This is an optimization exercise on Yosys and OpenROAD, whose aim is small area, a short achievable clock period and few clock cycles per item, not a production implementation. At most, simulation tests tie the RTL to the original design; equivalence was not proved.

build 6:
==> flow/design.v (excerpt) <==
module top(
input clk,
input rst,
input  [31:0] b_rdata,
output [31:0] b_wdata,
output [31:0] addr,
output [3:0] we,
output en,
output rstout
    );
Size: about 100 I/O pins, ~6000 sq um of cells after synthesis.
clock: 6.0 ns
lec_check: 0
cap_margin: 20
core_margin: 2
core_utilization: 40
setup_slack_margin: 3.1
slew_margin: 20
standard.sh (not shown) runs the stock make flow with config.mk's settings and CLKGATE_MAP_FILE= SYNTH_SCRIPT=/design/flow/synth_recipe.tcl, a recipe that flattens the netlist after the stock synthesis.
==> flow/flow/run.sh <==
#!/bin/bash
set -e
export BUFFER_PORTS_ARGS="-buffer_cell sky130_fd_sc_hd__buf_2"
bash standard.sh > standard.log 2>&1
The inputs of trial 3 differ from those of build 6 as listed below.
diff --git a/flow/design.v b/flow/design.v
--- a/flow/design.v
+++ b/flow/design.v
@@ -1,15 +1,25 @@
 module processor(
 input   clk,
 input   ld_a,
 input   [3:0] l,
+input   [3:0] wb,
 input   [31:0] b_rdata,
 output  [31:0] b_wdata
     );
 reg [31:0] w1;
-always @(posedge clk) if (ld_a) w1 <= b_rdata;
+wire [6:0] rm;
+always @(posedge clk) begin
+    if (ld_a) w1 <= b_rdata;
+    else begin
+        if (wb[0]) w1[6:0]   <= rm;
+        if (wb[1]) w1[13:7]  <= rm;
+        if (wb[2]) w1[20:14] <= rm;
+        if (wb[3]) w1[27:21] <= rm;
+    end
+end
 wire [63:0] p = {b_rdata, w1};
 wire [6:0] a0 = p[6:0],   a1 = p[13:7],  a2 = p[20:14], a3 = p[27:21];
 wire [6:0] b0 = p[34:28], b1 = p[41:35], b2 = p[48:42], b3 = p[55:49];
 wire [4:0] op = p[60:56];
 wire is_add = op[0], is_sub = op[1], is_mul = op[2], is_tra = op[3], is_det = op[4];
 wire is_as = is_add | is_sub;
@@ -183,25 +193,25 @@
 assign u_s38 = u_s11 ^ u_c24 ^ u_s25;
 assign u_c39 = (u_s11 & u_c24) | (u_s11 & u_s25) | (u_c24 & u_s25);
 assign u_s40 = u_s14 ^ u_c26 ^ u_s27;
 wire [6:0] ra = {u_c39, u_c37, u_c35, u_c33, u_c31, u_c29, u_s15};
 wire [6:0] rb = {u_s40, u_s38, u_s36, u_s34, u_s32, u_s30, u_s28};
 wire [6:0] r = ra + rb;
-reg [27:0] res;
-always @(posedge clk) res <= {r[6] & ~s1_det, r[5:0], res[27:7]};
-assign b_wdata = {4'd0, res};
+assign rm = {r[6] & ~s1_det, r[5:0]};
+assign b_wdata = {4'd0, w1[27:0]};
 endmodule
 module controller(
 input clk,
 input rst,                
 input  [31:0] b_rdata,
 output [31:0] addr,
 output [3:0] we,
 output en,
 output ld_a,
-output [3:0] l
+output [3:0] l,
+output [3:0] wb
     );
 reg r1, r2, c0, c1, c2, c3, c4, wr;
 reg [1:0] k;
 reg [3:0] widx;     
 reg       en_q, we_q;
 wire f    = ~(r1 | r2 | c0 | c1 | c2 | c3 | c4 | wr);
@@ -250,12 +260,13 @@
 end
 assign en   = en_q;
 assign we   = {4{we_q}};
 assign addr = {26'd0, widx, 2'b00};
 assign ld_a = r2;
 assign l    = {c3, c2, c1, c0};
+assign wb   = {c4, c3, c2, c1};
 endmodule
 module top(
 input clk,
 input rst,
 input  [31:0] b_rdata,
 output [31:0] b_wdata,
@@ -263,25 +274,28 @@
 output [3:0] we,
 output en,
 output rstout
     );
 wire       ld_a;
 wire [3:0] l;
+wire [3:0] wb;
 assign rstout = ~rst;
 processor po(
         .clk(clk),
         .ld_a(ld_a),
         .l(l),
+        .wb(wb),
         .b_rdata(b_rdata),
         .b_wdata(b_wdata)
     );
 controller co(
         .clk(clk),
         .rst(rst),
         .b_rdata(b_rdata),
         .addr(addr),
         .we(we),
         .en(en),
         .ld_a(ld_a),
-        .l(l)
+        .l(l),
+        .wb(wb)
     );
 endmodule
[summary]
Trial 3 ran to completion and came out clean on the timing, design-rule and antenna checks. Changes observed in trial 3 relative to build 6: final core utilization went up 1.9 points, count of vias placed by the detailed router went up 395. Run comparison: trial 3 end of the critical path po.w1[13]; build 6 end of the critical path po.s1[28]. Average size of a mapped cell for trial 3: about 11% down relative to build 6. Trial 3 reports a higher post-route minimum period than build 6 does. From build 6 to trial 3 the numbers moved as follows: number of sequential cells in the layout saw a decrease, sequential share of layout area down 7.7 points, share of final layout cell area taken by clock buffers and inverters dropped 0.31 points, die area now smaller.
Function was not checked in any run of this note: the RTL went through the layout flow alone.


## the previous run
The RTL this note starts from:
==> flow/design.v <==
module processor(
input   clk,
input   ld_a,
input   [3:0] c,         
input   [31:0] b_rdata,
output  [31:0] b_wdata
    );
reg [31:0] w1;
always @(posedge clk) if (ld_a) w1 <= b_rdata;
wire [63:0] p = {b_rdata, w1};
wire [6:0] a0 = p[6:0],   a1 = p[13:7],  a2 = p[20:14], a3 = p[27:21];
wire [6:0] b0 = p[34:28], b1 = p[41:35], b2 = p[48:42], b3 = p[55:49];
wire [4:0] op = p[60:56];
wire is_add = op[0], is_sub = op[1], is_mul = op[2], is_tra = op[3], is_det = op[4];
wire l3 = c[0], l0 = c[1], l1 = c[2], l2 = c[3];
reg tra_r;    
reg det_r;    
reg det0;     
reg sa;       
reg sd;       
always @(posedge clk) begin
    tra_r <= b_rdata[27];
    det_r <= b_rdata[28];
    det0  <= c[0] & b_rdata[28];
    sa    <= c[0] | c[1];
    sd    <= c[0] | c[2];
end
wire [6:0] ma = sa ? a0 : a2;
wire [6:0] mb = sa ? a1 : a3;
wire [6:0] max3 = ma + {ma[5:0], 1'b0};
wire [6:0] mbx3 = mb + {mb[5:0], 1'b0};
wire [6:0] na2 = 7'd0 - a2;
wire [6:0] da = det0 ? a3 : (sd ? b0 : b1);
wire [6:0] db = det0 ? na2 : (sd ? b2 : b3);
wire pa0_1 = (da[0] & ~da[1]);
wire pa0_2 = ~da[0] & da[1];
wire pa0_3 = da[0] & da[1];
wire pa0_r0 = (pa0_1 & ma[0]) | (pa0_3 & max3[0]);
wire pa0_r1 = (pa0_1 & ma[1]) | (pa0_2 & ma[0]) | (pa0_3 & max3[1]);
wire pa0_r2 = (pa0_1 & ma[2]) | (pa0_2 & ma[1]) | (pa0_3 & max3[2]);
wire pa0_r3 = (pa0_1 & ma[3]) | (pa0_2 & ma[2]) | (pa0_3 & max3[3]);
wire pa0_r4 = (pa0_1 & ma[4]) | (pa0_2 & ma[3]) | (pa0_3 & max3[4]);
wire pa0_r5 = (pa0_1 & ma[5]) | (pa0_2 & ma[4]) | (pa0_3 & max3[5]);
wire pa0_r6 = (pa0_1 & ma[6]) | (pa0_2 & ma[5]) | (pa0_3 & max3[6]);
wire pa1_1 = (da[2] & ~da[3]);
wire pa1_2 = ~da[2] & da[3];
wire pa1_3 = da[2] & da[3];
wire pa1_r2 = (pa1_1 & ma[0]) | (pa1_3 & max3[0]);
wire pa1_r3 = (pa1_1 & ma[1]) | (pa1_2 & ma[0]) | (pa1_3 & max3[1]);
wire pa1_r4 = (pa1_1 & ma[2]) | (pa1_2 & ma[1]) | (pa1_3 & max3[2]);
wire pa1_r5 = (pa1_1 & ma[3]) | (pa1_2 & ma[2]) | (pa1_3 & max3[3]);
wire pa1_r6 = (pa1_1 & ma[4]) | (pa1_2 & ma[3]) | (pa1_3 & max3[4]);
wire pa2_1 = (da[4] & ~da[5]);
wire pa2_2 = ~da[4] & da[5];
wire pa2_3 = da[4] & da[5];
wire pa2_r4 = (pa2_1 & ma[0]) | (pa2_3 & max3[0]);
wire pa2_r5 = (pa2_1 & ma[1]) | (pa2_2 & ma[0]) | (pa2_3 & max3[1]);
wire pa2_r6 = (pa2_1 & ma[2]) | (pa2_2 & ma[1]) | (pa2_3 & max3[2]);
wire pa3_1 = (da[6] & ~1'b0);
wire pa3_2 = ~da[6] & 1'b0;
wire pa3_3 = da[6] & 1'b0;
wire pa3_r6 = (pa3_1 & ma[0]) | (pa3_3 & max3[0]);
wire pb0_1 = (db[0] & ~db[1]);
wire pb0_2 = ~db[0] & db[1];
wire pb0_3 = db[0] & db[1];
wire pb0_r0 = (pb0_1 & mb[0]) | (pb0_3 & mbx3[0]);
wire pb0_r1 = (pb0_1 & mb[1]) | (pb0_2 & mb[0]) | (pb0_3 & mbx3[1]);
wire pb0_r2 = (pb0_1 & mb[2]) | (pb0_2 & mb[1]) | (pb0_3 & mbx3[2]);
wire pb0_r3 = (pb0_1 & mb[3]) | (pb0_2 & mb[2]) | (pb0_3 & mbx3[3]);
wire pb0_r4 = (pb0_1 & mb[4]) | (pb0_2 & mb[3]) | (pb0_3 & mbx3[4]);
wire pb0_r5 = (pb0_1 & mb[5]) | (pb0_2 & mb[4]) | (pb0_3 & mbx3[5]);
wire pb0_r6 = (pb0_1 & mb[6]) | (pb0_2 & mb[5]) | (pb0_3 & mbx3[6]);
wire pb1_1 = (db[2] & ~db[3]);
wire pb1_2 = ~db[2] & db[3];
wire pb1_3 = db[2] & db[3];
wire pb1_r2 = (pb1_1 & mb[0]) | (pb1_3 & mbx3[0]);
wire pb1_r3 = (pb1_1 & mb[1]) | (pb1_2 & mb[0]) | (pb1_3 & mbx3[1]);
wire pb1_r4 = (pb1_1 & mb[2]) | (pb1_2 & mb[1]) | (pb1_3 & mbx3[2]);
wire pb1_r5 = (pb1_1 & mb[3]) | (pb1_2 & mb[2]) | (pb1_3 & mbx3[3]);
wire pb1_r6 = (pb1_1 & mb[4]) | (pb1_2 & mb[3]) | (pb1_3 & mbx3[4]);
wire pb2_1 = (db[4] & ~db[5]);
wire pb2_2 = ~db[4] & db[5];
wire pb2_3 = db[4] & db[5];
wire pb2_r4 = (pb2_1 & mb[0]) | (pb2_3 & mbx3[0]);
wire pb2_r5 = (pb2_1 & mb[1]) | (pb2_2 & mb[0]) | (pb2_3 & mbx3[1]);
wire pb2_r6 = (pb2_1 & mb[2]) | (pb2_2 & mb[1]) | (pb2_3 & mbx3[2]);
wire pb3_1 = (db[6] & ~1'b0);
wire pb3_2 = ~db[6] & 1'b0;
wire pb3_3 = db[6] & 1'b0;
wire pb3_r6 = (pb3_1 & mb[0]) | (pb3_3 & mbx3[0]);
wire t_s1;
wire t_c2;
wire t_s3;
wire t_c4;
wire t_s5;
wire t_c6;
wire t_s7;
wire t_c8;
wire t_s9;
wire t_c10;
wire t_s11;
wire t_c12;
wire t_s13;
wire t_s14;
assign t_s1 = pa0_r2 ^ pa1_r2 ^ pb0_r2;
assign t_c2 = (pa0_r2 & pa1_r2) | (pa0_r2 & pb0_r2) | (pa1_r2 & pb0_r2);
assign t_s3 = pa0_r3 ^ pa1_r3 ^ pb0_r3;
assign t_c4 = (pa0_r3 & pa1_r3) | (pa0_r3 & pb0_r3) | (pa1_r3 & pb0_r3);
assign t_s5 = pa0_r4 ^ pa1_r4 ^ pa2_r4;
assign t_c6 = (pa0_r4 & pa1_r4) | (pa0_r4 & pa2_r4) | (pa1_r4 & pa2_r4);
assign t_s7 = pb0_r4 ^ pb1_r4 ^ pb2_r4;
assign t_c8 = (pb0_r4 & pb1_r4) | (pb0_r4 & pb2_r4) | (pb1_r4 & pb2_r4);
assign t_s9 = pa0_r5 ^ pa1_r5 ^ pa2_r5;
assign t_c10 = (pa0_r5 & pa1_r5) | (pa0_r5 & pa2_r5) | (pa1_r5 & pa2_r5);
assign t_s11 = pb0_r5 ^ pb1_r5 ^ pb2_r5;
assign t_c12 = (pb0_r5 & pb1_r5) | (pb0_r5 & pb2_r5) | (pb1_r5 & pb2_r5);
assign t_s13 = pa0_r6 ^ pa1_r6 ^ pa2_r6;
assign t_s14 = pa3_r6 ^ pb0_r6 ^ pb1_r6;
reg [21:0] s1;
always @(posedge clk) begin
    s1 <= {t_s14, t_s13, t_c12, t_c10, pb3_r6, pb2_r6, t_s11, t_s9, t_c8, t_c6, t_s7, t_s5, t_c4, t_s3, t_c2, pb1_r3, t_s1, pb1_r2, pb0_r1, pa0_r1, pb0_r0, pa0_r0};
end
wire u_s1;
wire u_s2;
wire u_c3;
wire u_s4;
wire u_s5;
wire u_c6;
wire u_s7;
wire u_c8;
wire u_s9;
wire u_c10;
wire u_s11;
assign u_s1 = s1[16] ^ s1[17] ^ s1[18];
assign u_s2 = s1[12] ^ s1[13];
assign u_c3 = s1[12] & s1[13];
assign u_s4 = s1[19] ^ s1[20] ^ s1[21];
assign u_s5 = s1[6] ^ s1[7];
assign u_c6 = s1[6] & s1[7];
assign u_s7 = s1[9] ^ s1[10] ^ s1[11];
assign u_c8 = (s1[9] & s1[10]) | (s1[9] & s1[11]) | (s1[10] & s1[11]);
assign u_s9 = s1[14] ^ s1[15] ^ u_s2;
assign u_c10 = (s1[14] & s1[15]) | (s1[14] & u_s2) | (s1[15] & u_s2);
assign u_s11 = u_s1 ^ u_c3 ^ u_s4;
wire [6:0] ra = {u_c10, u_c8, u_c6, s1[8], s1[4], s1[2], s1[0]};
wire [6:0] rb = {u_s11, u_s9, u_s7, u_s5, s1[5], s1[3], s1[1]};
wire [6:0] r = ra + rb;
reg [27:0] res;
wire [6:0] f0 = a0 + (b0 ^ {7{is_sub}}) + {6'd0, is_sub};
wire [6:0] f1 = a1 + (b1 ^ {7{is_sub}}) + {6'd0, is_sub};
wire [6:0] f2 = a2 + (b2 ^ {7{is_sub}}) + {6'd0, is_sub};
wire [6:0] f3 = a3 + (b3 ^ {7{is_sub}}) + {6'd0, is_sub};
always @(posedge clk)
    if (c[0]) res <= {f2, f1, f0, f3};
    else      res <= {r, res[27:7]};
wire [31:0] w_all = {4'd0, res[6:0], res[27:21], res[20:14], res[13:7]};
wire [31:0] w_det = {26'd0, res[26:21]};
wire [31:0] w_tra = {4'd0, a3, a1, a2, a0};
assign b_wdata = tra_r ? w_tra : (det_r ? w_det : w_all);
endmodule
module controller(
input clk,
input rst,                
input  [31:0] b_rdata,
output [31:0] addr,
output [3:0] we,
output en,
output ld_a,
output [3:0] c
    );
reg f, r1, r2, c0, c1, c2, c3, c4, wr;
reg k0, k1, k2;            
wire kd = ~(k0 | k1 | k2);
always @(posedge clk or negedge rst) begin
    if (!rst) begin
        f  <= 1'b1;
        r1 <= 1'b0;
        r2 <= 1'b0;
        c0 <= 1'b0;
        c1 <= 1'b0;
        c2 <= 1'b0;
        c3 <= 1'b0;
        c4 <= 1'b0;
        wr <= 1'b0;
        k0 <= 1'b1;
        k1 <= 1'b0;
        k2 <= 1'b0;
    end else begin
        f  <= (f & kd) | (r1 & ~b_rdata[31]) | wr;
        r1 <= f & ~kd;
        r2 <= r1 & b_rdata[31];
        c0 <= r2;
        c1 <= c0 & ~(b_rdata[24] | b_rdata[25] | b_rdata[27]);
        c2 <= c1;
        c3 <= c2 & ~b_rdata[28];
        c4 <= c3;
        wr <= c4 | (c0 & (b_rdata[24] | b_rdata[25] | b_rdata[27])) | (c2 & b_rdata[28]);
        if (wr) begin
            k0 <= 1'b0;
            k1 <= k0;
            k2 <= k1;
        end
    end
end
wire [3:0] widx;
assign widx[0] = (r1 & (k0 | k2)) | ((r2 | wr) & k1);
assign widx[1] = (r1 & k2) | (r2 & k0) | (wr & (k0 | k1));
assign widx[2] = (r1 & (k1 | k2)) | (r2 & k1) | (wr & k2);
assign widx[3] = (r2 & k2) | wr;
assign en   = (f & ~kd) | r1 | r2 | wr;
assign we   = {4{wr}};
assign addr = {26'd0, widx, 2'b00};
assign ld_a = r2;
assign c    = {c3, c2, c1, c0};
endmodule
module top(
input clk,
input rst,
input  [31:0] b_rdata,
output [31:0] b_wdata,
output [31:0] addr,
output [3:0] we,
output en,
output rstout
    );
wire       ld_a;
wire [3:0] c;
assign rstout = ~rst;
processor po(
        .clk(clk),
        .ld_a(ld_a),
        .c(c),
        .b_rdata(b_rdata),
        .b_wdata(b_wdata)
    );
controller co(
        .clk(clk),
        .rst(rst),
        .b_rdata(b_rdata),
        .addr(addr),
        .we(we),
        .en(en),
        .ld_a(ld_a),
        .c(c)
    );
endmodule
Settings: LEC_CHECK=0, CAP_MARGIN=20, CORE_MARGIN=2, CORE_UTILIZATION=40, SETUP_SLACK_MARGIN=3.1, SLEW_MARGIN=20; clock period 6.0 ns.
==> flow/flow/run.sh <==
#!/bin/bash
set -e
export BUFFER_PORTS_ARGS="-buffer_cell sky130_fd_sc_hd__buf_1"
export SKIP_REPAIR_TIE_FANOUT=1
export CTS_ARGS="-sink_clustering_enable -repair_clock_nets -dont_use_dummy_load -sink_clustering_size 40 -sink_clustering_max_diameter 80 -buf_list {sky130_fd_sc_hd__clkbuf_4 sky130_fd_sc_hd__clkbuf_8}"
bash standard.sh > standard.log 2>&1
The previous run was carried through to the last stage, and its layout satisfied the timing, design-rule and antenna checks.
Testbench counts of the previous run, summed over its fixed seeds: cycles 6,266, items 960.
#### Input delta (the current run over the previous run)
--- a/flow/design.v
+++ b/flow/design.v
@@ -16,5 +16,4 @@
 reg tra_r;    
 reg det_r;    
-reg det0;     
 reg sa;       
 reg sd;       
@@ -22,5 +21,4 @@
     tra_r <= b_rdata[27];
     det_r <= b_rdata[28];
-    det0  <= c[0] & b_rdata[28];
     sa    <= c[0] | c[1];
     sd    <= c[0] | c[2];
@@ -30,7 +28,7 @@
 wire [6:0] max3 = ma + {ma[5:0], 1'b0};
 wire [6:0] mbx3 = mb + {mb[5:0], 1'b0};
-wire [6:0] na2 = 7'd0 - a2;
-wire [6:0] da = det0 ? a3 : (sd ? b0 : b1);
-wire [6:0] db = det0 ? na2 : (sd ? b2 : b3);
+wire [6:0] na1 = 7'd0 - a1;
+wire [6:0] da = sd ? b0 : (is_det ? na1 : b1);
+wire [6:0] db = sd ? b2 : (is_det ? a0 : b3);
 wire pa0_1 = (da[0] & ~da[1]);
 wire pa0_2 = ~da[0] & da[1];
@@ -192,8 +190,8 @@
         c0 <= r2;
         c1 <= c0 & ~(b_rdata[24] | b_rdata[25] | b_rdata[27]);
-        c2 <= c1;
-        c3 <= c2 & ~b_rdata[28];
+        c2 <= c1 & ~b_rdata[28];
+        c3 <= c2;
         c4 <= c3;
-        wr <= c4 | (c0 & (b_rdata[24] | b_rdata[25] | b_rdata[27])) | (c2 & b_rdata[28]);
+        wr <= c4 | (c0 & (b_rdata[24] | b_rdata[25] | b_rdata[27])) | (c1 & b_rdata[28]);
         if (wr) begin
             k0 <= 1'b0;
### Flow results
The current run reports a higher xor and xnor fraction of the mapped netlist area than the previous run does.
The current run against the previous run; area of the mapped netlist is down by a few percent.
On multi-input combinational cell count, the lower figure sits with the current run, not the previous run.
The lower buffers inserted during post-CTS setup optimization came out of the current run.
Relative to the previous run, die extent in y has decreased by about 1.3% in the current run.
The current run against the previous run; via count is down slightly.
Min worst hold slack across all endpoints across the previous run and the current run: the current run
Comparing the previous run and the current run, the lower part of the cycle the worst path needs was measured on the previous run.
Number of stages on the worst hold path came out exactly the same in the previous run and the current run.
When the final numbers for the previous run and the current run were put side by side, the number of non-clock buffers in the layout turned out to be smaller in the previous run.
The utilization in the current run sits 0.74 points above the value recorded for the previous run.
Total buffers and inverters traversed by the critical path came out higher on the current run than on the previous run.
Testbench counts of the current run, summed over its fixed seeds: cycles 6,067, items 960.

-- afterwards: timing with drivers on the ports --
In the flow no input, the clock included, has a driving cell. The finished layouts below were timed again as built, in two steps.
Step 1 assumes that a clkbuf_16 drives the clock port and a buf_2 every other input.
Step 2 moves the port delays by t, midway between the first and last clock arrival at a register: inputs arrive t later, outputs are due t later. That takes back most of the time a late clock gives input paths.
a / b / c = ideal ports / drivers / drivers and shift; a / b = the first two.
| run | shift t [ns] | setup slack, ns | latest minus earliest clock arrival (ns) |
|---|---|---|---|
| build 6 | 0.393 | 3.049 / 3.066 / 2.673 | 0.011 / 0.010 |
| trial 3 | 0.381 | 2.724 / 2.724 / 2.595 | 0.008 / 0.008 |
| the previous run | 0.409 | 3.179 / 3.142 / 2.767 | 0.022 / 0.023 |
| the current run | 0.402 | 3.126 / 3.115 / 2.733 | 0.027 / 0.027 |
After both steps every run listed still meets setup and hold. For the previous run, which loses most, drivers alone change the setup slack by -0.037 ns; drivers and shift together by -0.412 ns.
